From an optimization exercise on the open Yosys and OpenROAD flow, aimed at small area; shortcuts taken in it are not production practice.
RTL that was checked went through simulation tests only; none was proved equivalent to the original.
Function not checked in run 1: the RTL went through the layout flow alone.
Power and IR drop assume default switching activity.

==> flow/design.v <==
module tpumac
 #(parameter BITS_AB=8,
   parameter BITS_C=16)
  (
   input clk, rst_n, WrEn, en,
   input signed [BITS_AB-1:0] Ain,
   input signed [BITS_AB-1:0] Bin,
   input signed [BITS_C-1:0] Cin,
   output reg signed [BITS_AB-1:0] Aout,
   output reg signed [BITS_AB-1:0] Bout,
   output reg signed [BITS_C-1:0] Cout
  );
  wire ld0, acc1, ag2, ag3, ag4, ag5, ag6, ag7, ag8, ag9, ldn10, mn11, mn12, mn13, mn14, mn15;
  wire mn16, mn17, mn18, mn19, mn20, mn21, mn22, mn23, mn24, mn25, mn26, pp27, pp28, pp29, pp30, pp31;
  wire pp32, pp33, pp34, pp35, pp36, pp37, pp38, pp39, pp40, pp41, pp42, pp43, pp44, pp45, pp46, pp47;
  wire pp48, pp49, pp50, pp51, pp52, pp53, pp54, pp55, pp56, pp57, pp58, pp59, pp60, pp61, pp62, pp63;
  wire pp64, pp65, pp66, pp67, pp68, pp69, pp70, pp71, pp72, pp73, pp74, pp75, pp76, pp77, pp78, pp79;
  wire pp80, pp81, pp82, pp83, pp84, pp85, pp86, pp87, pp88, pp89, pp90, pp91, s92, hc93, f94, f95;
  wire s96, hc97, f98, f99, f100, f101, s102, hc103, f104, f105, f106, f107, f108, f109, s110, hc111;
  wire f112, f113, f114, f115, f116, f117, f118, f119, s120, hc121, f122, f123, f124, f125, f126, f127;
  wire f128, f129, f130, f131, f132, f133, f134, f135, f136, f137, f138, f139, f140, f141, hs142, hc143;
  wire f144, f145, f146, f147, f148, f149, f150, f151, f152, f153, f154, f155, f156, f157, f158, f159;
  wire f160, f161, f162, f163, f164, f165, f166, f167, f168, f169, hs170, hc171, f172, f173, f174, f175;
  wire f176, f177, f178, f179, f180, f181, f182, f183, f184, f185, f186, f187, f188, f189, f190, f191;
  wire f192, f193, f194, f195, hs196, hc197, f198, f199, f200, f201, f202, f203, f204, f205, hs206, hc207;
  wire f208, f209, f210, f211, f212, f213, hs214, hc215, f216, f217, f218, f219, f220, f221, f222, f223;
  wire hs224, hc225, f226, f227, g228, t229, p230, g231, t232, p233, i234, g235, t236, p237, i238, g239;
  wire t240, p241, g242, t243, p244, g245, t246, p247, i248, g249, t250, p251, i252, G253, T254, T255;
  wire G256, T257, T258, G259, i260, G261, G262, i263, T264, i265, G266, T267, i268, G269, T270, i271;
  wire G272, G273, G274, G275, G276, G277, i278, G279, s280, s281, s282, s283, s284, s285, s286, s287;
  wire s288, s289;
  assign ld0 = en & WrEn;
  assign acc1 = ~WrEn & en;
  assign ag2 = Ain[0] & acc1;
  assign ag3 = Ain[1] & acc1;
  assign ag4 = Ain[2] & acc1;
  assign ag5 = Ain[3] & acc1;
  assign ag6 = Ain[4] & acc1;
  assign ag7 = Ain[5] & acc1;
  assign ag8 = Ain[6] & acc1;
  assign ag9 = Ain[7] & acc1;
  assign ldn10 = ~(en & WrEn);
  assign mn11 = ~((ld0 | Cout[0]) & (ldn10 | Cin[0]));
  assign mn12 = ~((ld0 | Cout[1]) & (ldn10 | Cin[1]));
  assign mn13 = ~((ld0 | Cout[2]) & (ldn10 | Cin[2]));
  assign mn14 = ~((ld0 | Cout[3]) & (ldn10 | Cin[3]));
  assign mn15 = ~((ld0 | Cout[4]) & (ldn10 | Cin[4]));
  assign mn16 = ~((ld0 | Cout[5]) & (ldn10 | Cin[5]));
  assign mn17 = ~((ld0 | Cout[6]) & (ldn10 | Cin[6]));
  assign mn18 = ~((ld0 | Cout[7]) & (ldn10 | Cin[7]));
  assign mn19 = ~((ld0 | Cout[8]) & (ldn10 | Cin[8]));
  assign mn20 = ~((ld0 | Cout[9]) & (ldn10 | Cin[9]));
  assign mn21 = ~((ld0 | Cout[10]) & (ldn10 | Cin[10]));
  assign mn22 = ~((ld0 | Cout[11]) & (ldn10 | Cin[11]));
  assign mn23 = ~((ld0 | Cout[12]) & (ldn10 | Cin[12]));
  assign mn24 = ~((ld0 | Cout[13]) & (ldn10 | Cin[13]));
  assign mn25 = ~((ld0 | Cout[14]) & (ldn10 | Cin[14]));
  assign mn26 = ~((ld0 | Cout[15]) & (ldn10 | Cin[15]));
  assign pp27 = ~(ag2 & Bin[0]);
  assign pp28 = ~(ag2 & Bin[1]);
  assign pp29 = ~(ag2 & Bin[2]);
  assign pp30 = ~(ag2 & Bin[3]);
  assign pp31 = ~(ag2 & Bin[4]);
  assign pp32 = ~(ag2 & Bin[5]);
  assign pp33 = ~(ag2 & Bin[6]);
  assign pp34 = ag2 & Bin[7];
  assign pp35 = ~(ag3 & Bin[0]);
  assign pp36 = ~(ag3 & Bin[1]);
  assign pp37 = ~(ag3 & Bin[2]);
  assign pp38 = ~(ag3 & Bin[3]);
  assign pp39 = ~(ag3 & Bin[4]);
  assign pp40 = ~(ag3 & Bin[5]);
  assign pp41 = ~(ag3 & Bin[6]);
  assign pp42 = ag3 & Bin[7];
  assign pp43 = ~(ag4 & Bin[0]);
  assign pp44 = ~(ag4 & Bin[1]);
  assign pp45 = ~(ag4 & Bin[2]);
  assign pp46 = ~(ag4 & Bin[3]);
  assign pp47 = ~(ag4 & Bin[4]);
  assign pp48 = ~(ag4 & Bin[5]);
  assign pp49 = ~(ag4 & Bin[6]);
  assign pp50 = ag4 & Bin[7];
  assign pp51 = ~(ag5 & Bin[0]);
  assign pp52 = ~(ag5 & Bin[1]);
  assign pp53 = ~(ag5 & Bin[2]);
  assign pp54 = ~(ag5 & Bin[3]);
  assign pp55 = ~(ag5 & Bin[4]);
  assign pp56 = ~(ag5 & Bin[5]);
  assign pp57 = ~(ag5 & Bin[6]);
  assign pp58 = ag5 & Bin[7];
  assign pp59 = ~(ag6 & Bin[0]);
  assign pp60 = ~(ag6 & Bin[1]);
  assign pp61 = ~(ag6 & Bin[2]);
  assign pp62 = ~(ag6 & Bin[3]);
  assign pp63 = ~(ag6 & Bin[4]);
  assign pp64 = ~(ag6 & Bin[5]);
  assign pp65 = ~(ag6 & Bin[6]);
  assign pp66 = ag6 & Bin[7];
  assign pp67 = ~(ag7 & Bin[0]);
  assign pp68 = ~(ag7 & Bin[1]);
  assign pp69 = ~(ag7 & Bin[2]);
  assign pp70 = ~(ag7 & Bin[3]);
  assign pp71 = ~(ag7 & Bin[4]);
  assign pp72 = ~(ag7 & Bin[5]);
  assign pp73 = ~(ag7 & Bin[6]);
  assign pp74 = ag7 & Bin[7];
  assign pp75 = ~(ag8 & Bin[0]);
  assign pp76 = ~(ag8 & Bin[1]);
  assign pp77 = ~(ag8 & Bin[2]);
  assign pp78 = ~(ag8 & Bin[3]);
  assign pp79 = ~(ag8 & Bin[4]);
  assign pp80 = ~(ag8 & Bin[5]);
  assign pp81 = ~(ag8 & Bin[6]);
  assign pp82 = ag8 & Bin[7];
  assign pp83 = ag9 & Bin[0];
  assign pp84 = ag9 & Bin[2];
  assign pp85 = ag9 & Bin[3];
  assign pp86 = ag9 & Bin[4];
  assign pp87 = ag9 & Bin[5];
  assign pp88 = ag9 & Bin[6];
  assign pp89 = ~(ag9 & Bin[7]);
  assign pp90 = ~(ag9 & Bin[1]);
  assign pp91 = ag9 & Bin[1];
  assign s92 = mn11 ^ pp27;
  assign hc93 = mn11 | pp27;
  assign f94 = mn12 ^ pp28 ^ pp35;
  assign f95 = (mn12 & pp28) | (mn12 & pp35) | (pp28 & pp35);
  assign s96 = hc93 ^ f94;
  assign hc97 = hc93 | f94;
  assign f98 = mn13 ^ pp29 ^ pp36;
  assign f99 = (mn13 & pp29) | (mn13 & pp36) | (pp29 & pp36);
  assign f100 = pp43 ^ f95 ^ f98;
  assign f101 = (pp43 & f95) | (pp43 & f98) | (f95 & f98);
  assign s102 = hc97 ^ f100;
  assign hc103 = hc97 | f100;
  assign f104 = mn14 ^ pp30 ^ pp37;
  assign f105 = (mn14 & pp30) | (mn14 & pp37) | (pp30 & pp37);
  assign f106 = pp44 ^ pp51 ^ f99;
  assign f107 = (pp44 & pp51) | (pp44 & f99) | (pp51 & f99);
  assign f108 = f104 ^ f101 ^ f106;
  assign f109 = (f104 & f101) | (f104 & f106) | (f101 & f106);
  assign s110 = hc103 ^ f108;
  assign hc111 = hc103 | f108;
  assign f112 = mn15 ^ pp31 ^ pp38;
  assign f113 = (mn15 & pp31) | (mn15 & pp38) | (pp31 & pp38);
  assign f114 = pp45 ^ pp52 ^ pp59;
  assign f115 = (pp45 & pp52) | (pp45 & pp59) | (pp52 & pp59);
  assign f116 = f105 ^ f112 ^ f114;
  assign f117 = (f105 & f112) | (f105 & f114) | (f112 & f114);
  assign f118 = f107 ^ f116 ^ f109;
  assign f119 = (f107 & f116) | (f107 & f109) | (f116 & f109);
  assign s120 = hc111 ^ f118;
  assign hc121 = hc111 | f118;
  assign f122 = mn16 ^ pp32 ^ pp39;
  assign f123 = (mn16 & pp32) | (mn16 & pp39) | (pp32 & pp39);
  assign f124 = pp46 ^ pp53 ^ pp60;
  assign f125 = (pp46 & pp53) | (pp46 & pp60) | (pp53 & pp60);
  assign f126 = pp67 ^ f113 ^ f115;
  assign f127 = (pp67 & f113) | (pp67 & f115) | (f113 & f115);
  assign f128 = f122 ^ f124 ^ f117;
  assign f129 = (f122 & f124) | (f122 & f117) | (f124 & f117);
  assign f130 = f126 ^ f128 ^ f119;
  assign f131 = (f126 & f128) | (f126 & f119) | (f128 & f119);
  assign f132 = mn17 ^ pp33 ^ pp40;
  assign f133 = (mn17 & pp33) | (mn17 & pp40) | (pp33 & pp40);
  assign f134 = pp47 ^ pp54 ^ pp61;
  assign f135 = (pp47 & pp54) | (pp47 & pp61) | (pp54 & pp61);
  assign f136 = pp68 ^ pp75 ^ f123;
  assign f137 = (pp68 & pp75) | (pp68 & f123) | (pp75 & f123);
  assign f138 = f125 ^ f132 ^ f134;
  assign f139 = (f125 & f132) | (f125 & f134) | (f132 & f134);
  assign f140 = f127 ^ f136 ^ f138;
  assign f141 = (f127 & f136) | (f127 & f138) | (f136 & f138);
  assign hs142 = ~(f129 ^ f140);
  assign hc143 = f129 | f140;
  assign f144 = mn18 ^ pp41 ^ pp48;
  assign f145 = (mn18 & pp41) | (mn18 & pp48) | (pp41 & pp48);
  assign f146 = pp55 ^ pp62 ^ pp69;
  assign f147 = (pp55 & pp62) | (pp55 & pp69) | (pp62 & pp69);
  assign f148 = pp76 ^ pp34 ^ pp83;
  assign f149 = (pp76 & pp34) | (pp76 & pp83) | (pp34 & pp83);
  assign f150 = f133 ^ f135 ^ f144;
  assign f151 = (f133 & f135) | (f133 & f144) | (f135 & f144);
  assign f152 = f146 ^ f148 ^ f137;
  assign f153 = (f146 & f148) | (f146 & f137) | (f148 & f137);
  assign f154 = f139 ^ f150 ^ f152;
  assign f155 = (f139 & f150) | (f139 & f152) | (f150 & f152);
  assign f156 = f141 ^ hc143 ^ f154;
  assign f157 = (f141 & hc143) | (f141 & f154) | (hc143 & f154);
  assign f158 = mn19 ^ pp49 ^ pp56;
  assign f159 = (mn19 & pp49) | (mn19 & pp56) | (pp49 & pp56);
  assign f160 = pp63 ^ pp70 ^ pp77;
  assign f161 = (pp63 & pp70) | (pp63 & pp77) | (pp70 & pp77);
  assign f162 = pp90 ^ pp42 ^ f145;
  assign f163 = (pp90 & pp42) | (pp90 & f145) | (pp42 & f145);
  assign f164 = f147 ^ f158 ^ f160;
  assign f165 = (f147 & f158) | (f147 & f160) | (f158 & f160);
  assign f166 = f149 ^ f151 ^ f162;
  assign f167 = (f149 & f151) | (f149 & f162) | (f151 & f162);
  assign f168 = f164 ^ f153 ^ f166;
  assign f169 = (f164 & f153) | (f164 & f166) | (f153 & f166);
  assign hs170 = ~(f155 ^ f168);
  assign hc171 = f155 | f168;
  assign f172 = mn20 ^ pp57 ^ pp64;
  assign f173 = (mn20 & pp57) | (mn20 & pp64) | (pp57 & pp64);
  assign f174 = pp71 ^ pp78 ^ pp50;
  assign f175 = (pp71 & pp78) | (pp71 & pp50) | (pp78 & pp50);
  assign f176 = pp84 ^ pp91 ^ f159;
  assign f177 = (pp84 & pp91) | (pp84 & f159) | (pp91 & f159);
  assign f178 = f161 ^ f172 ^ f174;
  assign f179 = (f161 & f172) | (f161 & f174) | (f172 & f174);
  assign f180 = f163 ^ f165 ^ f176;
  assign f181 = (f163 & f165) | (f163 & f176) | (f165 & f176);
  assign f182 = f178 ^ f167 ^ f180;
  assign f183 = (f178 & f167) | (f178 & f180) | (f167 & f180);
  assign f184 = f169 ^ f182 ^ hc171;
  assign f185 = (f169 & f182) | (f169 & hc171) | (f182 & hc171);
  assign f186 = mn21 ^ pp65 ^ pp72;
  assign f187 = (mn21 & pp65) | (mn21 & pp72) | (pp65 & pp72);
  assign f188 = pp79 ^ pp58 ^ pp85;
  assign f189 = (pp79 & pp58) | (pp79 & pp85) | (pp58 & pp85);
  assign f190 = f173 ^ f186 ^ f175;
  assign f191 = (f173 & f186) | (f173 & f175) | (f186 & f175);
  assign f192 = f188 ^ f177 ^ f190;
  assign f193 = (f188 & f177) | (f188 & f190) | (f177 & f190);
  assign f194 = f179 ^ f181 ^ f192;
  assign f195 = (f179 & f181) | (f179 & f192) | (f181 & f192);
  assign hs196 = ~(f183 ^ f194);
  assign hc197 = f183 | f194;
  assign f198 = mn22 ^ pp73 ^ pp80;
  assign f199 = (mn22 & pp73) | (mn22 & pp80) | (pp73 & pp80);
  assign f200 = pp66 ^ pp86 ^ f187;
  assign f201 = (pp66 & pp86) | (pp66 & f187) | (pp86 & f187);
  assign f202 = f198 ^ f189 ^ f200;
  assign f203 = (f198 & f189) | (f198 & f200) | (f189 & f200);
  assign f204 = f191 ^ f202 ^ f193;
  assign f205 = (f191 & f202) | (f191 & f193) | (f202 & f193);
  assign hs206 = ~(f195 ^ f204);
  assign hc207 = f195 | f204;
  assign f208 = mn23 ^ pp81 ^ pp74;
  assign f209 = (mn23 & pp81) | (mn23 & pp74) | (pp81 & pp74);
  assign f210 = pp87 ^ f199 ^ f208;
  assign f211 = (pp87 & f199) | (pp87 & f208) | (f199 & f208);
  assign f212 = f201 ^ f210 ^ f203;
  assign f213 = (f201 & f210) | (f201 & f203) | (f210 & f203);
  assign hs214 = ~(f212 ^ f205);
  assign hc215 = f212 | f205;
  assign f216 = mn24 ^ pp82 ^ pp88;
  assign f217 = (mn24 & pp82) | (mn24 & pp88) | (pp82 & pp88);
  assign f218 = f209 ^ f216 ^ f211;
  assign f219 = (f209 & f216) | (f209 & f211) | (f216 & f211);
  assign f220 = f218 ^ f213 ^ hc215;
  assign f221 = (f218 & f213) | (f218 & hc215) | (f213 & hc215);
  assign f222 = mn25 ^ pp89 ^ f217;
  assign f223 = (mn25 & pp89) | (mn25 & f217) | (pp89 & f217);
  assign hs224 = ~(f222 ^ f219);
  assign hc225 = f222 | f219;
  assign f226 = mn26 ^ f223 ^ hc225;
  assign f227 = (mn26 & f223) | (mn26 & hc225) | (f223 & hc225);
  assign g228 = ~(hc121 | f130);
  assign t229 = ~(hc121 & f130);
  assign p230 = hc121 ^ f130;
  assign g231 = ~(hs142 | f131);
  assign t232 = ~(hs142 & f131);
  assign p233 = hs142 ^ f131;
  assign i234 = ~f156;
  assign g235 = ~(hs170 | f157);
  assign t236 = ~(hs170 & f157);
  assign p237 = hs170 ^ f157;
  assign i238 = ~f184;
  assign g239 = ~(hs196 | f185);
  assign t240 = ~(hs196 & f185);
  assign p241 = hs196 ^ f185;
  assign g242 = ~(hs206 | hc197);
  assign t243 = ~(hs206 & hc197);
  assign p244 = hs206 ^ hc197;
  assign g245 = ~(hs214 | hc207);
  assign t246 = ~(hs214 & hc207);
  assign p247 = hs214 ^ hc207;
  assign i248 = ~f220;
  assign g249 = ~(hs224 | f221);
  assign t250 = ~(hs224 & f221);
  assign p251 = hs224 ^ f221;
  assign i252 = ~f226;
  assign G253 = ~((t232 & g228) | g231);
  assign T254 = ~(t236 & i234);
  assign T255 = ~(t240 & i238);
  assign G256 = ~((t246 & g242) | g245);
  assign T257 = ~(t246 & t243);
  assign T258 = ~(t250 & i248);
  assign G259 = ~(f156 | G253);
  assign i260 = ~g235;
  assign G261 = ~((T254 | G253) & i260);
  assign G262 = ~((t243 & g239) | g242);
  assign i263 = ~T255;
  assign T264 = ~(t243 & i263);
  assign i265 = ~g239;
  assign G266 = ~((T257 | i265) & G256);
  assign T267 = ~(T257 | T255);
  assign i268 = ~g249;
  assign G269 = ~(f226 | i268);
  assign T270 = ~(f226 | T258);
  assign i271 = ~G261;
  assign G272 = ~(f184 | i271);
  assign G273 = ~((i263 & G261) | g239);
  assign G274 = ~((T264 | i271) & G262);
  assign G275 = ~((T267 & G261) | G266);
  assign G276 = ~(f220 | G275);
  assign G277 = ~((T258 | G275) & i268);
  assign i278 = ~G275;
  assign G279 = ~((T270 & i278) | G269);
  assign s280 = p233 ^ g228;
  assign s281 = ~(i234 ^ G253);
  assign s282 = p237 ^ G259;
  assign s283 = i238 ^ G261;
  assign s284 = p241 ^ G272;
  assign s285 = ~(p244 ^ G273);
  assign s286 = p247 ^ G274;
  assign s287 = ~(i248 ^ G275);
  assign s288 = p251 ^ G276;
  assign s289 = ~(i252 ^ G277);
  always @(posedge clk, negedge rst_n) begin
    if (!rst_n) begin
      Aout <= '0;
      Bout <= '0;
      Cout <= '0;
    end else begin
      if (en) begin
        Aout <= Ain;
        Bout <= Bin;
      end
      Cout <= {s289, s288, s287, s286, s285, s284, s283, s282, s281, s280, p230, s120, s110, s102, s96, s92};
    end
  end
endmodule
==> flow/flow/run.sh <==
#!/bin/bash
# Own layout flow: the standard synthesis is run unchanged (it names the registers), then
# its combinational mapping is replaced by flow/netlist.v, the same circuit as rtl/tpumac.sv
# mapped cell for cell by gen/gen.py, after checking that both have the same registers (name
# and cell type). The rest is the standard layout, with the port buffers made of buf_1.
set -euo pipefail
R=orfs/results/${FLOW_PLATFORM}/tpumac/base
bash standard.sh synth > run_synth.log 2>&1
python3 flow/swap.py "$R/1_2_yosys.v" flow/netlist.v > run_swap.log 2>&1
rm -f "$R/1_synth.odb" "$R/1_synth.sdc"
export BUFFER_PORTS_ARGS="-buffer_cell sky130_fd_sc_hd__buf_1"
export CTS_ARGS="-sink_clustering_enable -repair_clock_nets -dont_use_dummy_load -root_buf sky130_fd_sc_hd__clkbuf_4 -buf_list {sky130_fd_sc_hd__clkbuf_4}"
bash standard.sh finish > run_finish.log 2>&1
==> flow/flow/swap.py <==
#!/usr/bin/env python3
"""swap.py STD_NETLIST NEW_NETLIST: check that NEW has exactly STD's registers (instance name and
cell type, drive strength aside) and the same ports, then write NEW over STD."""
import re, sys, shutil
std, new = sys.argv[1], sys.argv[2]
def regs(path):
    text = open(path).read()
    out = {}
    for m in re.finditer(r'(sky130_fd_sc_hd__(?:df|sdf|edf|dl|sedf)\w*?)_\d+\s+(\\\S+|\w+)\s*\(', text):
        out[m.group(2)] = m.group(1)
    ports = sorted(re.findall(r'^\s*(input|output)\s+(?:\[[^\]]*\]\s*)?([\w, ]+);', text, re.M))
    return out, text
rs, ts = regs(std)
rn, tn = regs(new)
print('standard synthesis registers:', len(rs))
print('netlist registers:', len(rn))
if rs != rn:
    for k in sorted(set(rs) | set(rn)):
        if rs.get(k) != rn.get(k):
            print('MISMATCH', k, rs.get(k), rn.get(k))
    sys.exit('register mismatch')
shutil.copyfile(new, std)
print('replaced', std)
==> flow/standard.sh <==
#!/bin/bash
# synth_recipe.tcl (not shown) runs the flow's synth.tcl, then flattens the netlist and writes it again
# the make line also repeats each setting of config.mk as NAME=value (left out here)
make -C /OpenROAD-flow-scripts/flow DESIGN_CONFIG=/design/flow/config.mk WORK_HOME=/design/flow/orfs CLKGATE_MAP_FILE= SYNTH_SCRIPT=/design/flow/synth_recipe.tcl "${@:-finish}"
==> flow/config.mk <==
export PLATFORM = sky130hd
export DESIGN_NAME = tpumac
export DESIGN_NICKNAME = tpumac
export VERILOG_FILES = /design/flow/design.v
export SDC_FILE = /design/flow/constraint.sdc
export NUM_CORES = 4
export LEC_CHECK = 0
export CAP_MARGIN = 20
export CORE_MARGIN = 2
export CORE_UTILIZATION = 60
export GPL_TIMING_DRIVEN = 0
export SLEW_MARGIN = 20
==> flow/constraint.sdc <==
create_clock -name core_clock -period 5.2 [get_ports {clk}]
set_input_delay 1.0400 -clock core_clock [delete_from_list [all_inputs] [get_ports {clk}]]
set_output_delay 1.0400 -clock core_clock [all_outputs]
set_load 0.01 [all_outputs]
Not shown: flow/flow/netlist.v
==> flow_summary.yaml, run 1 <==
final_layout:
  fin_area_um2: 3410
  multiInputGateArea_um2: 2190
  seq_area_um2: 801
  diodes: 0
  final_common_cell: "buf_1"
  n_fill_cell: 419
  top_register: "Cout"
  largest_register_ffs: 16
  stdcell_count: 417
  multi_input_cells: 235
  fin_util: 0.712
  inverters: 10
critical_path:
  rr_startpoint: "Cout[7]$_DFF_PN0_"
  slowest_stage: "fa_1"
  path_max_fanout: 8
  max_stage_delay_ns: 0.53
  path_delay_family: "adder cells"
  cp-endpoint: "Cout[15]$_DFF_PN0_"
  critPathMostFrequentCell: "fa_1"
route:
  firstDrtPassIters: 4
  vias: 2332
  drc_errors: 0
  ant_nets: 0
  wl_met2_um: 3750
run_status:
  status: "no timing/DRC/antenna violations"
clocking:
  cts_resized: 3
timing:
  period_share: 0.954
  maxSlewHeadroom: 0.494
  max_slew.worst_pin.slew_ns: 0.759
  period_needed_ns: 4.96
  hold_slack_ns: 0.506
floorplanning:
  rows: 25
power:
  powerClk_uw: 126
  power_density_nw_per_um2: 497
  top_power_group: "combinational logic"
  netSwitchingPower_uw: 797
  p_clk_frac: 0.074
  peakVddDrop_mv: 0.595
  swShare: 0.470
global_routing:
  grt_pass1_wl_um: 10900
placed_design:
  place_ws_ns: -0.417
  io_buffers: 66
==> inputs of run 2 (changes only) <==
--- a/flow/design.v
+++ b/flow/design.v
@@ -25,9 +25,8 @@
   wire f192, f193, f194, f195, hs196, hc197, f198, f199, f200, f201, f202, f203, f204, f205, hs206, hc207;
   wire f208, f209, f210, f211, f212, f213, hs214, hc215, f216, f217, f218, f219, f220, f221, f222, f223;
-  wire hs224, hc225, f226, f227, g228, t229, p230, g231, t232, p233, i234, g235, t236, p237, i238, g239;
-  wire t240, p241, g242, t243, p244, g245, t246, p247, i248, g249, t250, p251, i252, G253, T254, T255;
-  wire G256, T257, T258, G259, i260, G261, G262, i263, T264, i265, G266, T267, i268, G269, T270, i271;
-  wire G272, G273, G274, G275, G276, G277, i278, G279, s280, s281, s282, s283, s284, s285, s286, s287;
-  wire s288, s289;
+  wire hs224, hc225, f226, f227, g228, p230, g231, t232, p233, i234, g235, t236, p237, i238, g239, t240;
+  wire p241, g242, t243, p244, g245, t246, p247, i248, g249, t250, p251, i252, G253, T254, T255, G256;
+  wire T257, T258, G259, i260, G261, G262, i263, T264, i265, G266, T267, i268, i271, G272, G273, G274;
+  wire G275, G276, G277, s280, s281, s282, s283, s284, s285, s286, s287, s288, s289;
   assign ld0 = en & WrEn;
   assign acc1 = ~WrEn & en;
@@ -259,5 +258,4 @@
   assign f227 = (mn26 & f223) | (mn26 & hc225) | (f223 & hc225);
   assign g228 = ~(hc121 | f130);
-  assign t229 = ~(hc121 & f130);
   assign p230 = hc121 ^ f130;
   assign g231 = ~(hs142 | f131);
@@ -299,6 +297,4 @@
   assign T267 = ~(T257 | T255);
   assign i268 = ~g249;
-  assign G269 = ~(f226 | i268);
-  assign T270 = ~(f226 | T258);
   assign i271 = ~G261;
   assign G272 = ~(f184 | i271);
@@ -308,6 +304,4 @@
   assign G276 = ~(f220 | G275);
   assign G277 = ~((T258 | G275) & i268);
-  assign i278 = ~G275;
-  assign G279 = ~((T270 & i278) | G269);
   assign s280 = p233 ^ g228;
   assign s281 = ~(i234 ^ G253);
--- a/flow/flow/netlist.v
+++ b/flow/flow/netlist.v
@@ -22,9 +22,8 @@
   wire f192, f193, f194, f195, hs196, hc197, f198, f199, f200, f201, f202, f203, f204, f205, hs206, hc207;
   wire f208, f209, f210, f211, f212, f213, hs214, hc215, f216, f217, f218, f219, f220, f221, f222, f223;
-  wire hs224, hc225, f226, f227, g228, t229, p230, g231, t232, p233, i234, g235, t236, p237, i238, g239;
-  wire t240, p241, g242, t243, p244, g245, t246, p247, i248, g249, t250, p251, i252, G253, T254, T255;
-  wire G256, T257, T258, G259, i260, G261, G262, i263, T264, i265, G266, T267, i268, G269, T270, i271;
-  wire G272, G273, G274, G275, G276, G277, i278, G279, s280, s281, s282, s283, s284, s285, s286, s287;
-  wire s288, s289;
+  wire hs224, hc225, f226, f227, g228, p230, g231, t232, p233, i234, g235, t236, p237, i238, g239, t240;
+  wire p241, g242, t243, p244, g245, t246, p247, i248, g249, t250, p251, i252, G253, T254, T255, G256;
+  wire T257, T258, G259, i260, G261, G262, i263, T264, i265, G266, T267, i268, i271, G272, G273, G274;
+  wire G275, G276, G277, s280, s281, s282, s283, s284, s285, s286, s287, s288, s289;
   sky130_fd_sc_hd__and2_2 u0 (.A(en), .B(WrEn), .X(ld0));
   sky130_fd_sc_hd__and2b_1 u1 (.A_N(WrEn), .B(en), .X(acc1));
@@ -199,65 +198,60 @@
   sky130_fd_sc_hd__fa_1 u170 (.A(mn26), .B(f223), .CIN(hc225), .SUM(f226), .COUT(f227));
   sky130_fd_sc_hd__nor2_1 u171 (.A(hc121), .B(f130), .Y(g228));
-  sky130_fd_sc_hd__nand2_1 u172 (.A(hc121), .B(f130), .Y(t229));
-  sky130_fd_sc_hd__xor2_1 u173 (.A(hc121), .B(f130), .X(p230));
-  sky130_fd_sc_hd__nor2_1 u174 (.A(hs142), .B(f131), .Y(g231));
-  sky130_fd_sc_hd__nand2_1 u175 (.A(hs142), .B(f131), .Y(t232));
-  sky130_fd_sc_hd__xor2_1 u176 (.A(hs142), .B(f131), .X(p233));
-  sky130_fd_sc_hd__inv_1 u177 (.A(f156), .Y(i234));
-  sky130_fd_sc_hd__nor2_1 u178 (.A(hs170), .B(f157), .Y(g235));
-  sky130_fd_sc_hd__nand2_1 u179 (.A(hs170), .B(f157), .Y(t236));
-  sky130_fd_sc_hd__xor2_1 u180 (.A(hs170), .B(f157), .X(p237));
-  sky130_fd_sc_hd__inv_1 u181 (.A(f184), .Y(i238));
-  sky130_fd_sc_hd__nor2_1 u182 (.A(hs196), .B(f185), .Y(g239));
-  sky130_fd_sc_hd__nand2_1 u183 (.A(hs196), .B(f185), .Y(t240));
-  sky130_fd_sc_hd__xor2_1 u184 (.A(hs196), .B(f185), .X(p241));
-  sky130_fd_sc_hd__nor2_1 u185 (.A(hs206), .B(hc197), .Y(g242));
-  sky130_fd_sc_hd__nand2_1 u186 (.A(hs206), .B(hc197), .Y(t243));
-  sky130_fd_sc_hd__xor2_1 u187 (.A(hs206), .B(hc197), .X(p244));
-  sky130_fd_sc_hd__nor2_1 u188 (.A(hs214), .B(hc207), .Y(g245));
-  sky130_fd_sc_hd__nand2_1 u189 (.A(hs214), .B(hc207), .Y(t246));
-  sky130_fd_sc_hd__xor2_1 u190 (.A(hs214), .B(hc207), .X(p247));
-  sky130_fd_sc_hd__inv_1 u191 (.A(f220), .Y(i248));
-  sky130_fd_sc_hd__nor2_1 u192 (.A(hs224), .B(f221), .Y(g249));
-  sky130_fd_sc_hd__nand2_1 u193 (.A(hs224), .B(f221), .Y(t250));
-  sky130_fd_sc_hd__xor2_1 u194 (.A(hs224), .B(f221), .X(p251));
-  sky130_fd_sc_hd__inv_1 u195 (.A(f226), .Y(i252));
-  sky130_fd_sc_hd__a21oi_1 u196 (.A1(t232), .A2(g228), .B1(g231), .Y(G253));
-  sky130_fd_sc_hd__nand2_1 u197 (.A(t236), .B(i234), .Y(T254));
-  sky130_fd_sc_hd__nand2_1 u198 (.A(t240), .B(i238), .Y(T255));
-  sky130_fd_sc_hd__a21oi_1 u199 (.A1(t246), .A2(g242), .B1(g245), .Y(G256));
-  sky130_fd_sc_hd__nand2_1 u200 (.A(t246), .B(t243), .Y(T257));
-  sky130_fd_sc_hd__nand2_1 u201 (.A(t250), .B(i248), .Y(T258));
-  sky130_fd_sc_hd__nor2_1 u202 (.A(f156), .B(G253), .Y(G259));
-  sky130_fd_sc_hd__inv_1 u203 (.A(g235), .Y(i260));
-  sky130_fd_sc_hd__o21ai_1 u204 (.A1(T254), .A2(G253), .B1(i260), .Y(G261));
-  sky130_fd_sc_hd__a21oi_1 u205 (.A1(t243), .A2(g239), .B1(g242), .Y(G262));
-  sky130_fd_sc_hd__inv_1 u206 (.A(T255), .Y(i263));
-  sky130_fd_sc_hd__nand2_1 u207 (.A(t243), .B(i263), .Y(T264));
-  sky130_fd_sc_hd__inv_1 u208 (.A(g239), .Y(i265));
-  sky130_fd_sc_hd__o21ai_1 u209 (.A1(T257), .A2(i265), .B1(G256), .Y(G266));
-  sky130_fd_sc_hd__nor2_1 u210 (.A(T257), .B(T255), .Y(T267));
-  sky130_fd_sc_hd__inv_1 u211 (.A(g249), .Y(i268));
-  sky130_fd_sc_hd__nor2_1 u212 (.A(f226), .B(i268), .Y(G269));
-  sky130_fd_sc_hd__nor2_1 u213 (.A(f226), .B(T258), .Y(T270));
-  sky130_fd_sc_hd__inv_1 u214 (.A(G261), .Y(i271));
-  sky130_fd_sc_hd__nor2_1 u215 (.A(f184), .B(i271), .Y(G272));
-  sky130_fd_sc_hd__a21oi_1 u216 (.A1(i263), .A2(G261), .B1(g239), .Y(G273));
-  sky130_fd_sc_hd__o21ai_1 u217 (.A1(T264), .A2(i271), .B1(G262), .Y(G274));
-  sky130_fd_sc_hd__a21oi_1 u218 (.A1(T267), .A2(G261), .B1(G266), .Y(G275));
-  sky130_fd_sc_hd__nor2_1 u219 (.A(f220), .B(G275), .Y(G276));
-  sky130_fd_sc_hd__o21ai_1 u220 (.A1(T258), .A2(G275), .B1(i268), .Y(G277));
-  sky130_fd_sc_hd__inv_1 u221 (.A(G275), .Y(i278));
-  sky130_fd_sc_hd__a21oi_1 u222 (.A1(T270), .A2(i278), .B1(G269), .Y(G279));
-  sky130_fd_sc_hd__xor2_1 u223 (.A(p233), .B(g228), .X(s280));
-  sky130_fd_sc_hd__xnor2_1 u224 (.A(i234), .B(G253), .Y(s281));
-  sky130_fd_sc_hd__xor2_1 u225 (.A(p237), .B(G259), .X(s282));
-  sky130_fd_sc_hd__xor2_1 u226 (.A(i238), .B(G261), .X(s283));
-  sky130_fd_sc_hd__xor2_1 u227 (.A(p241), .B(G272), .X(s284));
-  sky130_fd_sc_hd__xnor2_1 u228 (.A(p244), .B(G273), .Y(s285));
-  sky130_fd_sc_hd__xor2_1 u229 (.A(p247), .B(G274), .X(s286));
-  sky130_fd_sc_hd__xnor2_1 u230 (.A(i248), .B(G275), .Y(s287));
-  sky130_fd_sc_hd__xor2_1 u231 (.A(p251), .B(G276), .X(s288));
-  sky130_fd_sc_hd__xnor2_1 u232 (.A(i252), .B(G277), .Y(s289));
+  sky130_fd_sc_hd__xor2_1 u172 (.A(hc121), .B(f130), .X(p230));
+  sky130_fd_sc_hd__nor2_1 u173 (.A(hs142), .B(f131), .Y(g231));
+  sky130_fd_sc_hd__nand2_1 u174 (.A(hs142), .B(f131), .Y(t232));
+  sky130_fd_sc_hd__xor2_1 u175 (.A(hs142), .B(f131), .X(p233));
+  sky130_fd_sc_hd__inv_1 u176 (.A(f156), .Y(i234));
+  sky130_fd_sc_hd__nor2_1 u177 (.A(hs170), .B(f157), .Y(g235));
+  sky130_fd_sc_hd__nand2_1 u178 (.A(hs170), .B(f157), .Y(t236));
+  sky130_fd_sc_hd__xor2_1 u179 (.A(hs170), .B(f157), .X(p237));
+  sky130_fd_sc_hd__inv_1 u180 (.A(f184), .Y(i238));
+  sky130_fd_sc_hd__nor2_1 u181 (.A(hs196), .B(f185), .Y(g239));
+  sky130_fd_sc_hd__nand2_1 u182 (.A(hs196), .B(f185), .Y(t240));
+  sky130_fd_sc_hd__xor2_1 u183 (.A(hs196), .B(f185), .X(p241));
+  sky130_fd_sc_hd__nor2_1 u184 (.A(hs206), .B(hc197), .Y(g242));
+  sky130_fd_sc_hd__nand2_1 u185 (.A(hs206), .B(hc197), .Y(t243));
+  sky130_fd_sc_hd__xor2_1 u186 (.A(hs206), .B(hc197), .X(p244));
+  sky130_fd_sc_hd__nor2_1 u187 (.A(hs214), .B(hc207), .Y(g245));
+  sky130_fd_sc_hd__nand2_1 u188 (.A(hs214), .B(hc207), .Y(t246));
+  sky130_fd_sc_hd__xor2_1 u189 (.A(hs214), .B(hc207), .X(p247));
+  sky130_fd_sc_hd__inv_1 u190 (.A(f220), .Y(i248));
+  sky130_fd_sc_hd__nor2_1 u191 (.A(hs224), .B(f221), .Y(g249));
+  sky130_fd_sc_hd__nand2_1 u192 (.A(hs224), .B(f221), .Y(t250));
+  sky130_fd_sc_hd__xor2_1 u193 (.A(hs224), .B(f221), .X(p251));
+  sky130_fd_sc_hd__inv_1 u194 (.A(f226), .Y(i252));
+  sky130_fd_sc_hd__a21oi_1 u195 (.A1(t232), .A2(g228), .B1(g231), .Y(G253));
+  sky130_fd_sc_hd__nand2_1 u196 (.A(t236), .B(i234), .Y(T254));
+  sky130_fd_sc_hd__nand2_1 u197 (.A(t240), .B(i238), .Y(T255));
+  sky130_fd_sc_hd__a21oi_1 u198 (.A1(t246), .A2(g242), .B1(g245), .Y(G256));
+  sky130_fd_sc_hd__nand2_1 u199 (.A(t246), .B(t243), .Y(T257));
+  sky130_fd_sc_hd__nand2_1 u200 (.A(t250), .B(i248), .Y(T258));
+  sky130_fd_sc_hd__nor2_1 u201 (.A(f156), .B(G253), .Y(G259));
+  sky130_fd_sc_hd__inv_1 u202 (.A(g235), .Y(i260));
+  sky130_fd_sc_hd__o21ai_1 u203 (.A1(T254), .A2(G253), .B1(i260), .Y(G261));
+  sky130_fd_sc_hd__a21oi_1 u204 (.A1(t243), .A2(g239), .B1(g242), .Y(G262));
+  sky130_fd_sc_hd__inv_1 u205 (.A(T255), .Y(i263));
+  sky130_fd_sc_hd__nand2_1 u206 (.A(t243), .B(i263), .Y(T264));
+  sky130_fd_sc_hd__inv_1 u207 (.A(g239), .Y(i265));
+  sky130_fd_sc_hd__o21ai_1 u208 (.A1(T257), .A2(i265), .B1(G256), .Y(G266));
+  sky130_fd_sc_hd__nor2_1 u209 (.A(T257), .B(T255), .Y(T267));
+  sky130_fd_sc_hd__inv_1 u210 (.A(g249), .Y(i268));
+  sky130_fd_sc_hd__inv_1 u211 (.A(G261), .Y(i271));
+  sky130_fd_sc_hd__nor2_1 u212 (.A(f184), .B(i271), .Y(G272));
+  sky130_fd_sc_hd__a21oi_1 u213 (.A1(i263), .A2(G261), .B1(g239), .Y(G273));
+  sky130_fd_sc_hd__o21ai_1 u214 (.A1(T264), .A2(i271), .B1(G262), .Y(G274));
+  sky130_fd_sc_hd__a21oi_1 u215 (.A1(T267), .A2(G261), .B1(G266), .Y(G275));
+  sky130_fd_sc_hd__nor2_1 u216 (.A(f220), .B(G275), .Y(G276));
+  sky130_fd_sc_hd__o21ai_1 u217 (.A1(T258), .A2(G275), .B1(i268), .Y(G277));
+  sky130_fd_sc_hd__xor2_1 u218 (.A(p233), .B(g228), .X(s280));
+  sky130_fd_sc_hd__xnor2_1 u219 (.A(i234), .B(G253), .Y(s281));
+  sky130_fd_sc_hd__xor2_1 u220 (.A(p237), .B(G259), .X(s282));
+  sky130_fd_sc_hd__xor2_1 u221 (.A(i238), .B(G261), .X(s283));
+  sky130_fd_sc_hd__xor2_1 u222 (.A(p241), .B(G272), .X(s284));
+  sky130_fd_sc_hd__xnor2_1 u223 (.A(p244), .B(G273), .Y(s285));
+  sky130_fd_sc_hd__xor2_1 u224 (.A(p247), .B(G274), .X(s286));
+  sky130_fd_sc_hd__xnor2_1 u225 (.A(i248), .B(G275), .Y(s287));
+  sky130_fd_sc_hd__xor2_1 u226 (.A(p251), .B(G276), .X(s288));
+  sky130_fd_sc_hd__xnor2_1 u227 (.A(i252), .B(G277), .Y(s289));
   wire rst_b;
   sky130_fd_sc_hd__buf_2 urst (.A(rst_n), .X(rst_b));
@@ -267,50 +261,50 @@
   sky130_fd_sc_hd__inv_2 uenn (.A(en), .Y(en_n));
   wire d_Aout_0;
-  sky130_fd_sc_hd__o22a_1 u233 (.A1(en_b), .A2(Aout[0]), .B1(en_n), .B2(Ain[0]), .X(d_Aout_0));
+  sky130_fd_sc_hd__o22a_1 u228 (.A1(en_b), .A2(Aout[0]), .B1(en_n), .B2(Ain[0]), .X(d_Aout_0));
   sky130_fd_sc_hd__dfrtp_1 \Aout[0]$_DFFE_PN0P_  (.CLK(clk), .D(d_Aout_0), .Q(Aout[0]), .RESET_B(rst_b));
   wire d_Aout_1;
-  sky130_fd_sc_hd__o22a_1 u234 (.A1(en_b), .A2(Aout[1]), .B1(en_n), .B2(Ain[1]), .X(d_Aout_1));
+  sky130_fd_sc_hd__o22a_1 u229 (.A1(en_b), .A2(Aout[1]), .B1(en_n), .B2(Ain[1]), .X(d_Aout_1));
   sky130_fd_sc_hd__dfrtp_1 \Aout[1]$_DFFE_PN0P_  (.CLK(clk), .D(d_Aout_1), .Q(Aout[1]), .RESET_B(rst_b));
   wire d_Aout_2;
-  sky130_fd_sc_hd__o22a_1 u235 (.A1(en_b), .A2(Aout[2]), .B1(en_n), .B2(Ain[2]), .X(d_Aout_2));
+  sky130_fd_sc_hd__o22a_1 u230 (.A1(en_b), .A2(Aout[2]), .B1(en_n), .B2(Ain[2]), .X(d_Aout_2));
   sky130_fd_sc_hd__dfrtp_1 \Aout[2]$_DFFE_PN0P_  (.CLK(clk), .D(d_Aout_2), .Q(Aout[2]), .RESET_B(rst_b));
   wire d_Aout_3;
-  sky130_fd_sc_hd__o22a_1 u236 (.A1(en_b), .A2(Aout[3]), .B1(en_n), .B2(Ain[3]), .X(d_Aout_3));
+  sky130_fd_sc_hd__o22a_1 u231 (.A1(en_b), .A2(Aout[3]), .B1(en_n), .B2(Ain[3]), .X(d_Aout_3));
   sky130_fd_sc_hd__dfrtp_1 \Aout[3]$_DFFE_PN0P_  (.CLK(clk), .D(d_Aout_3), .Q(Aout[3]), .RESET_B(rst_b));
   wire d_Aout_4;
-  sky130_fd_sc_hd__o22a_1 u237 (.A1(en_b), .A2(Aout[4]), .B1(en_n), .B2(Ain[4]), .X(d_Aout_4));
+  sky130_fd_sc_hd__o22a_1 u232 (.A1(en_b), .A2(Aout[4]), .B1(en_n), .B2(Ain[4]), .X(d_Aout_4));
   sky130_fd_sc_hd__dfrtp_1 \Aout[4]$_DFFE_PN0P_  (.CLK(clk), .D(d_Aout_4), .Q(Aout[4]), .RESET_B(rst_b));
   wire d_Aout_5;
-  sky130_fd_sc_hd__o22a_1 u238 (.A1(en_b), .A2(Aout[5]), .B1(en_n), .B2(Ain[5]), .X(d_Aout_5));
+  sky130_fd_sc_hd__o22a_1 u233 (.A1(en_b), .A2(Aout[5]), .B1(en_n), .B2(Ain[5]), .X(d_Aout_5));
   sky130_fd_sc_hd__dfrtp_1 \Aout[5]$_DFFE_PN0P_  (.CLK(clk), .D(d_Aout_5), .Q(Aout[5]), .RESET_B(rst_b));
   wire d_Aout_6;
-  sky130_fd_sc_hd__o22a_1 u239 (.A1(en_b), .A2(Aout[6]), .B1(en_n), .B2(Ain[6]), .X(d_Aout_6));
+  sky130_fd_sc_hd__o22a_1 u234 (.A1(en_b), .A2(Aout[6]), .B1(en_n), .B2(Ain[6]), .X(d_Aout_6));
   sky130_fd_sc_hd__dfrtp_1 \Aout[6]$_DFFE_PN0P_  (.CLK(clk), .D(d_Aout_6), .Q(Aout[6]), .RESET_B(rst_b));
   wire d_Aout_7;
-  sky130_fd_sc_hd__o22a_1 u240 (.A1(en_b), .A2(Aout[7]), .B1(en_n), .B2(Ain[7]), .X(d_Aout_7));
+  sky130_fd_sc_hd__o22a_1 u235 (.A1(en_b), .A2(Aout[7]), .B1(en_n), .B2(Ain[7]), .X(d_Aout_7));
   sky130_fd_sc_hd__dfrtp_1 \Aout[7]$_DFFE_PN0P_  (.CLK(clk), .D(d_Aout_7), .Q(Aout[7]), .RESET_B(rst_b));
   wire d_Bout_0;
-  sky130_fd_sc_hd__o22a_1 u241 (.A1(en_b), .A2(Bout[0]), .B1(en_n), .B2(Bin[0]), .X(d_Bout_0));
+  sky130_fd_sc_hd__o22a_1 u236 (.A1(en_b), .A2(Bout[0]), .B1(en_n), .B2(Bin[0]), .X(d_Bout_0));
   sky130_fd_sc_hd__dfrtp_1 \Bout[0]$_DFFE_PN0P_  (.CLK(clk), .D(d_Bout_0), .Q(Bout[0]), .RESET_B(rst_b));
   wire d_Bout_1;
-  sky130_fd_sc_hd__o22a_1 u242 (.A1(en_b), .A2(Bout[1]), .B1(en_n), .B2(Bin[1]), .X(d_Bout_1));
+  sky130_fd_sc_hd__o22a_1 u237 (.A1(en_b), .A2(Bout[1]), .B1(en_n), .B2(Bin[1]), .X(d_Bout_1));
   sky130_fd_sc_hd__dfrtp_1 \Bout[1]$_DFFE_PN0P_  (.CLK(clk), .D(d_Bout_1), .Q(Bout[1]), .RESET_B(rst_b));
   wire d_Bout_2;
-  sky130_fd_sc_hd__o22a_1 u243 (.A1(en_b), .A2(Bout[2]), .B1(en_n), .B2(Bin[2]), .X(d_Bout_2));
+  sky130_fd_sc_hd__o22a_1 u238 (.A1(en_b), .A2(Bout[2]), .B1(en_n), .B2(Bin[2]), .X(d_Bout_2));
   sky130_fd_sc_hd__dfrtp_1 \Bout[2]$_DFFE_PN0P_  (.CLK(clk), .D(d_Bout_2), .Q(Bout[2]), .RESET_B(rst_b));
   wire d_Bout_3;
-  sky130_fd_sc_hd__o22a_1 u244 (.A1(en_b), .A2(Bout[3]), .B1(en_n), .B2(Bin[3]), .X(d_Bout_3));
+  sky130_fd_sc_hd__o22a_1 u239 (.A1(en_b), .A2(Bout[3]), .B1(en_n), .B2(Bin[3]), .X(d_Bout_3));
   sky130_fd_sc_hd__dfrtp_1 \Bout[3]$_DFFE_PN0P_  (.CLK(clk), .D(d_Bout_3), .Q(Bout[3]), .RESET_B(rst_b));
   wire d_Bout_4;
-  sky130_fd_sc_hd__o22a_1 u245 (.A1(en_b), .A2(Bout[4]), .B1(en_n), .B2(Bin[4]), .X(d_Bout_4));
+  sky130_fd_sc_hd__o22a_1 u240 (.A1(en_b), .A2(Bout[4]), .B1(en_n), .B2(Bin[4]), .X(d_Bout_4));
   sky130_fd_sc_hd__dfrtp_1 \Bout[4]$_DFFE_PN0P_  (.CLK(clk), .D(d_Bout_4), .Q(Bout[4]), .RESET_B(rst_b));
   wire d_Bout_5;
-  sky130_fd_sc_hd__o22a_1 u246 (.A1(en_b), .A2(Bout[5]), .B1(en_n), .B2(Bin[5]), .X(d_Bout_5));
+  sky130_fd_sc_hd__o22a_1 u241 (.A1(en_b), .A2(Bout[5]), .B1(en_n), .B2(Bin[5]), .X(d_Bout_5));
   sky130_fd_sc_hd__dfrtp_1 \Bout[5]$_DFFE_PN0P_  (.CLK(clk), .D(d_Bout_5), .Q(Bout[5]), .RESET_B(rst_b));
   wire d_Bout_6;
-  sky130_fd_sc_hd__o22a_1 u247 (.A1(en_b), .A2(Bout[6]), .B1(en_n), .B2(Bin[6]), .X(d_Bout_6));
+  sky130_fd_sc_hd__o22a_1 u242 (.A1(en_b), .A2(Bout[6]), .B1(en_n), .B2(Bin[6]), .X(d_Bout_6));
   sky130_fd_sc_hd__dfrtp_1 \Bout[6]$_DFFE_PN0P_  (.CLK(clk), .D(d_Bout_6), .Q(Bout[6]), .RESET_B(rst_b));
   wire d_Bout_7;
-  sky130_fd_sc_hd__o22a_1 u248 (.A1(en_b), .A2(Bout[7]), .B1(en_n), .B2(Bin[7]), .X(d_Bout_7));
+  sky130_fd_sc_hd__o22a_1 u243 (.A1(en_b), .A2(Bout[7]), .B1(en_n), .B2(Bin[7]), .X(d_Bout_7));
   sky130_fd_sc_hd__dfrtp_1 \Bout[7]$_DFFE_PN0P_  (.CLK(clk), .D(d_Bout_7), .Q(Bout[7]), .RESET_B(rst_b));
   sky130_fd_sc_hd__dfrtp_1 \Cout[0]$_DFF_PN0_  (.CLK(clk), .D(s92), .Q(Cout[0]), .RESET_B(rst_b));
==> flow_summary.yaml, run 2 <==
timing:
  slew_violations: 0
  grt_setup_unrepaired: "no"
  final-hold-violation-count: 0
  maxSlewHeadroom: 0.492
  fin_skew_ns: 0.0158
  worst_slack_ns: 0.190
  period_needed_ns: 5.01
  setup_viol_count_final: 0
  clock.fmax_mhz: 200
  max_slew.worst_pin.slew_ns: 0.762
  hold_slack_ns: 0.506
  period_share: 0.963
floorplanning:
  start_util: 0.631
  io_pins: 68
  die_h_um: 74.9
  die_w_um: 74.9
  rows: 25
  core_um2: 4790
  dieArea_um2: 5620
clocking:
  clock_sinks: 32
  clkSlewWorstSetupHoldPaths_ns: 0.10
  tritoncts: "done"
  numCtsBuffers: 5
  cts-root-buf: "clkbuf_4"
  h-tree-depth: 2
  clk_latency_ns: 0.34
  cts_max_path_buffers: 2
  cts_hold_buf: 0
critical_path:
  rr_worst_depth: 13
  cp.required_ns: 5.47
  end_kind: "flip-flop"
  path_max_fanout: 8
  worst_ep_arrival_time_ns: 5.28
  critPathMostFrequentCell: "fa_1"
  slowest_stage: "fa_1"
  crit_type: "in2reg"
  critPathLaunchType: "input port"
  max_stage_delay_ns: 0.55
  crit_chain: "buf_1, and2b_2, and2_2, nand2_1, fa_1, fa_1, fa_1, fa_1, or2_1, fa_1, nor2_1, inv_1, o21ai_1, a21oi_2, o21ai_1, xnor2_1"
global_routing:
  grt_pass1_vias: 2403
  grt_use_total: 0.280
  grt_pass1_wl_um: 11300
  grt_max_degree: 33
  grt_overflow: 0
  antenna_found_initial: 0
route:
  firstDrtPassIters: 4
  vias: 2360
  routedWlPerCell_um: 16.6
  ant_nets: 0
  vias_per_cell: 5.66
  routed_wl_um: 6900
  drc_errors: 0
  drtIter0Drc: 123
synth:
  synthCells: 279
  avgSynthCellArea_um2: 10.8
  yosys_warnings: 1
  synth.net_count: 372
  syn-cell-area_um2: 3020
run_status:
  status: "no timing/DRC/antenna violations"
final_layout:
  final_common_cell: "buf_1"
  n_fill_cell: 402
  nets: 445
  top_regs: "Cout: 16 flops, Aout: 8 flops, Bout: 8 flops"
  fin_util: 0.712
  final_cell_mix: "66 x buf_1, 62 x nand2_1, 57 x fa_1"
  diodes: 0
  drive_gt1_frac: 0.0514
  largest_register_ffs: 16
  top_register: "Cout"
  syn2layout_area_growth_pct: 12.8
placed_design:
  io_buffers: 66
  hpwl_um: 5360
  place_ws_ns: -0.407
  gp_congestion: 0.830
power:
  p_clk_frac: 0.077
  pwr-share-seq: 0.223
  leakagePower_nw: 1.17
  p_comb_frac: 0.701
  peakVddDrop_mv: 0.579
  swShare: 0.471
  power.internal_uw: 897
  netSwitchingPower_uw: 798
  power_density_nw_per_um2: 497
  power_mw: 1.69
min_path:
  hold_path_class: "reg2reg"
  min_path_cells: 1
run:
  maxCapViolations: 0
## run 2: worst max-delay path, delay by kind of cell
| family | cells | cell delay [ns] |
|---|---|---|
| AND/OR/NAND/NOR | 5 | 1.06 |
| AO/OA/AOI/OAI | 3 | 0.43 |
| XOR/XNOR | 1 | 0.14 |
| adder cells (fa/ha/maj) | 5 | 2.37 |
| buffers and inverters | 2 | 0.25 |
## run 2: timing repair
| action | CTS | global route |
|---|---|---|
| setup buffers | 0 | 0 |
| setup endpoints to repair | 2 | 3 |
| resized for setup | 4 | 6 |
| gates cloned | 0 | 0 |
## run 2: per-layer routing
metal / vias to the layer above / part of all wire / track usage
li1: 1049 / - / -
met1: 1210 / 0.39 / 0.352
met2: 81 / 0.54 / 0.491
met3: 20 / 0.054 / 0.0562
met4: 0 / 0.020 / 0.0833
met5: - / 0 / 0
## run 2: final timing paths
| check | from | to | slack [ns] |
|---|---|---|---|
| worst min-delay path | Bout[4]$_DFFE_PN0P_ | Bout[4]$_DFFE_PN0P_ | 0.51 |
| worst max register to register | Cout[7]$_DFF_PN0_ | Cout[15]$_DFF_PN0_ | 1.15 |
| worst max-delay path | en | Cout[15]$_DFF_PN0_ | 0.19 |
| max in group asynchronous | rst_n | Bout[3]$_DFFE_PN0P_ | 3.94 |
| min in group asynchronous | rst_n | Cout[0]$_DFF_PN0_ | 0.76 |
| worst min register to register | Bout[4]$_DFFE_PN0P_ | Bout[4]$_DFFE_PN0P_ | 0.51 |
## run 2: power by group through the flow
stage,logic [mW],registers [mW],clock network (mW)
6_report,1.19,0.377,0.130
5_1_grt,1.36,0.388,0.145
4_1_cts,1.19,0.377,0.135
3_5_place_dp,1.18,0.381,0
3_3_place_gp,1.14,0.380,0
2_1_floorplan,0.893,0.415,0
## run 2: cell type report
cell class | count | area, µm² | share of cell area
plain buffers | 2 | 10.0 | 0.00294
clock buffers | 5 | 37.5 | 0.0110
inverters | 10 | 37.5 | 0.0110
multi-input cells | 235 | 2190 | 0.643
flip-flops and latches | 32 | 801 | 0.235
well taps | 67 | 83.8 | 0.0246
repair buffers | 66 | 248 | 0.0727
## run 2: through the flow
stage / std cells / setup TNS [ns] / area [µm²]
after detailed placement: 412 / -1.55 / 3350
after floorplan: 279 / 0 / 3020
after global routing: 417 / 0 / 3410
after CTS: 417 / 0 / 3390
final: 417 / 0 / 3410
after global placement: 412 / -1.26 / 3350

==> re-timing with driven ports <==
How much do the figures lean on ideal ports? The routed layouts below were timed once more, with nothing changed but the port constraints.
Step 1 (the two cells are an assumption about what drives the block):
set clk [get_ports {clk}]
set_driving_cell -lib_cell sky130_fd_sc_hd__clkbuf_16 $clk
set_driving_cell -lib_cell sky130_fd_sc_hd__buf_2 [delete_from_list [all_inputs] $clk]
Step 2 moves the port delays by t, midway between the first and last clock arrival at a register: inputs arrive t later, outputs are due t later. That takes back most of the time a late clock gives input paths.
Three values: ideal ports, drivers, drivers and shift; two values: the first two.
run | t (ns) | setup WS [ns] | worst register clock-pin slew, ns | worst data-port slew with drivers (ns) | pins driven straight from the clock port
run 1 | 0.361 | 0.240 / 0.246 / -0.115 | 0.11 / 0.11 | 0.03 | 1
run 2 | 0.358 | 0.190 / 0.194 / -0.164 | 0.10 / 0.10 | 0.04 | 1
Met with ideal ports but missed after step 2: setup timing in run 1 and run 2. For run 1, which loses most, drivers alone change the setup slack by +0.006 ns; drivers and shift together by -0.355 ns.
